This design comes from an exercise in tuning for small area, a short achievable clock period and few clock cycles per item on the open sky130 flow, not from production work.
In this exercise RTL edits were held to simulation tests only and were not proved equivalent to the original.

==> flow/design.v (excerpt) <==
module melendez_mult (rst, clk, multiplier, multiplicand, product, done);
Settings: LEC_CHECK=0, CAP_MARGIN=20, CORE_MARGIN=2, CORE_UTILIZATION=40, SETUP_SLACK_MARGIN=0.75, SLEW_MARGIN=20, SYNTH_HIERARCHICAL=1, SYNTH_MINIMUM_KEEP_SIZE=0; clock period 5.0 ns.
standard.sh (not shown) runs the stock make flow with config.mk's settings and CLKGATE_MAP_FILE= SYNTH_SCRIPT=/design/flow/synth_recipe.tcl, a recipe that flattens the netlist after the stock synthesis.
==> flow/flow/run.sh <==
#!/bin/bash
set -euo pipefail
export BUFFER_PORTS_ARGS="-buffer_cell sky130_fd_sc_hd__buf_2"
bash standard.sh > standard_flow.log 2>&1
The starting point completed without violations.
Testbench counts at the start, summed over its fixed seeds: cycles 2,296, products 384.
Then changed:
==> flow/flow/run.sh (replaced) <==
#!/bin/bash
set -euo pipefail
export BUFFER_PORTS_ARGS="-buffer_cell sky130_fd_sc_hd__buf_2"
bash standard.sh synth > flow_synth.log 2>&1
odb=orfs/results/sky130hd/melendez_mult/base/1_synth.odb
openroad -no_init -exit flow/downsize.tcl > flow_downsize.log 2>&1
bash standard.sh > flow_layout.log 2>&1
==> flow/flow/downsize.tcl (new file) <==
# Set every logic gate of the synthesized netlist to the smallest drive strength of
# its family (flip-flops, adders, buffers, inverters and tie cells are left alone).
set odb orfs/results/sky130hd/melendez_mult/base/1_synth.odb
read_db $odb
set db [ord::get_db]
set block [ord::get_db_block]
set n 0
set before 0.0
set after 0.0
foreach inst [$block getInsts] {
  set m [$inst getMaster]
  set name [$m getName]
  if {![regexp {^(sky130_fd_sc_hd__([a-z0-9]+))_([0-9]+)$} $name -> base fam drive]} { continue }
  if {[regexp {^(buf|inv|clkbuf|clkinv|clkinvlp|dfxtp|edfxtp|dfxbp|dfrtp|dfstp|fa|ha|conb|dlygate|clkdlybuf|dlymetal|bufbuf|lpflow|tap|fill|decap|mux2i|mux2)} $fam]} { continue }
  set best ""
  foreach d {1 0} {
    set cand [$db findMaster ${base}_$d]
    if {$cand != "NULL"} { set best $cand; break }
  }
  if {$best == "" || [$best getName] == $name} { continue }
  set before [expr {$before + [$m getWidth] * [$m getHeight] / 1e6}]
  set after [expr {$after + [$best getWidth] * [$best getHeight] / 1e6}]
  if {[$inst swapMaster $best]} { incr n }
}
puts "downsized $n instances: area $before -> $after um2"
write_db $odb
- CTS_BUF_LIST: default -> sky130_fd_sc_hd__clkbuf_4 sky130_fd_sc_hd__clkbuf_8
- SETUP_SLACK_MARGIN: 0.75 -> 1.0
Outcome: The new run went through all stages and came out clean. Non-clock buffer count is higher by 15. Die area is lower by 8.1%.
Then changed:
- CTS_BUF_LIST: sky130_fd_sc_hd__clkbuf_4 sky130_fd_sc_hd__clkbuf_8 -> default
What happened: Synthesized area is unchanged; via count hardly moves; count of clock-buffer cells in the layout does not change; hold slack got worse by 3.8 ps; clock skew is about the same; critical path depth grows by 1; synthesized cell count does not change; maximum frequency shrinks by 1.0%; routed wire length shrinks by 0.33%.
Then changed:
- CTS_BUF_LIST: default -> sky130_fd_sc_hd__clkbuf_4 sky130_fd_sc_hd__clkbuf_8
- SETUP_SLACK_MARGIN: 1.0 -> 1.1
What happened: The changed run finished with timing, DRC and antenna clean; final area climbs by 1.4%; setup slack gets better by 67 ps; via count is higher by 0.42%; non-clock buffer count went up by 2; critical path depth fell by 1; clock skew climbs by 12 ps.
Then changed:
==> flow/flow/run.sh (replaced) <==
#!/bin/bash
set -euo pipefail
export BUFFER_PORTS_ARGS="-buffer_cell sky130_fd_sc_hd__buf_2"
bash standard.sh > standard_flow.log 2>&1
- CTS_BUF_LIST: sky130_fd_sc_hd__clkbuf_4 sky130_fd_sc_hd__clkbuf_8 -> default
- SETUP_SLACK_MARGIN: 1.1 -> 1.0
removed: flow/flow/downsize.tcl
Routed wire length went up by 1.9%.
Maximum frequency decreases by 1.4%.
Core utilization shrinks by 0.16 points.
Global-route usage decreases by 1.5 points.
Then changed:
==> flow/flow/run.sh (replaced) <==
#!/bin/bash
set -euo pipefail
export BUFFER_PORTS_ARGS="-buffer_cell sky130_fd_sc_hd__buf_2"
bash standard.sh synth > flow_synth.log 2>&1
odb=orfs/results/sky130hd/melendez_mult/base/1_synth.odb
openroad -no_init -exit flow/downsize.tcl > flow_downsize.log 2>&1
bash standard.sh > flow_layout.log 2>&1
==> flow/flow/downsize.tcl (new file) <==
# Set every logic gate of the synthesized netlist to the smallest drive strength of
# its family (flip-flops, adders, buffers, inverters and tie cells are left alone).
set odb orfs/results/sky130hd/melendez_mult/base/1_synth.odb
read_db $odb
set db [ord::get_db]
set block [ord::get_db_block]
set n 0
set before 0.0
set after 0.0
foreach inst [$block getInsts] {
  set m [$inst getMaster]
  set name [$m getName]
  if {![regexp {^(sky130_fd_sc_hd__([a-z0-9]+))_([0-9]+)$} $name -> base fam drive]} { continue }
  if {[regexp {^(buf|inv|clkbuf|clkinv|clkinvlp|dfxtp|edfxtp|dfxbp|dfrtp|dfstp|fa|ha|conb|dlygate|clkdlybuf|dlymetal|bufbuf|lpflow|tap|fill|decap|mux2i|mux2)} $fam]} { continue }
  set best ""
  foreach d {1 0} {
    set cand [$db findMaster ${base}_$d]
    if {$cand != "NULL"} { set best $cand; break }
  }
  if {$best == "" || [$best getName] == $name} { continue }
  set before [expr {$before + [$m getWidth] * [$m getHeight] / 1e6}]
  set after [expr {$after + [$best getWidth] * [$best getHeight] / 1e6}]
  if {[$inst swapMaster $best]} { incr n }
}
puts "downsized $n instances: area $before -> $after um2"
write_db $odb
- CTS_BUF_LIST: default -> sky130_fd_sc_hd__clkbuf_4 sky130_fd_sc_hd__clkbuf_8
- SETUP_SLACK_MARGIN: 1.0 -> 0.9
The changed run finished with timing, DRC and antenna clean.
Die area shrinks by 8.1%.
Setup slack is worse by 81 ps.
Cell count shrinks by 1.4%.
Via count grows by 1.1%.

-- separate check: timing with driven ports --
Ports are ideal in the flow. The routed layouts listed here were re-timed in OpenROAD. Step 1 (the two cells are an assumption about what drives the block):
set clk [get_ports {clk}]
set_driving_cell -lib_cell sky130_fd_sc_hd__clkbuf_16 $clk
set_driving_cell -lib_cell sky130_fd_sc_hd__buf_2 [delete_from_list [all_inputs] $clk]
Step 2 moves the port delays by t, midway between the first and last clock arrival at a register: inputs arrive t later, outputs are due t later. That takes back most of the time a late clock gives input paths. Three values: no drivers, after step 1, after step 2; two values: the first two.
run	t (ns)	setup WS [ns]	hold WS [ns]	clock arrival spread, ns	worst data-port slew with drivers (ns)
the first run	0.467	0.869 / 0.822 / 0.533	0.559 / 0.559 / 0.559	0.016 / 0.015	0.07
the second run	0.501	1.093 / 1.046 / 0.622	0.583 / 0.583 / 0.583	0.016 / 0.016	0.05
the third run	0.474	1.052 / 1.003 / 0.673	0.579 / 0.579 / 0.579	0.013 / 0.013	0.04
the fourth run	0.510	1.119 / 1.078 / 0.693	0.569 / 0.569 / 0.569	0.026 / 0.027	0.06
the fifth run	0.469	1.064 / 1.019 / 0.638	0.559 / 0.559 / 0.559	0.015 / 0.015	0.07
the sixth run	0.498	0.983 / 0.958 / 0.500	0.583 / 0.583 / 0.583	0.015 / 0.015	0.04
After both steps setup and hold are still met in every run listed. For the sixth run, which loses most, drivers alone change the setup slack by -0.025 ns; drivers and shift together by -0.483 ns.
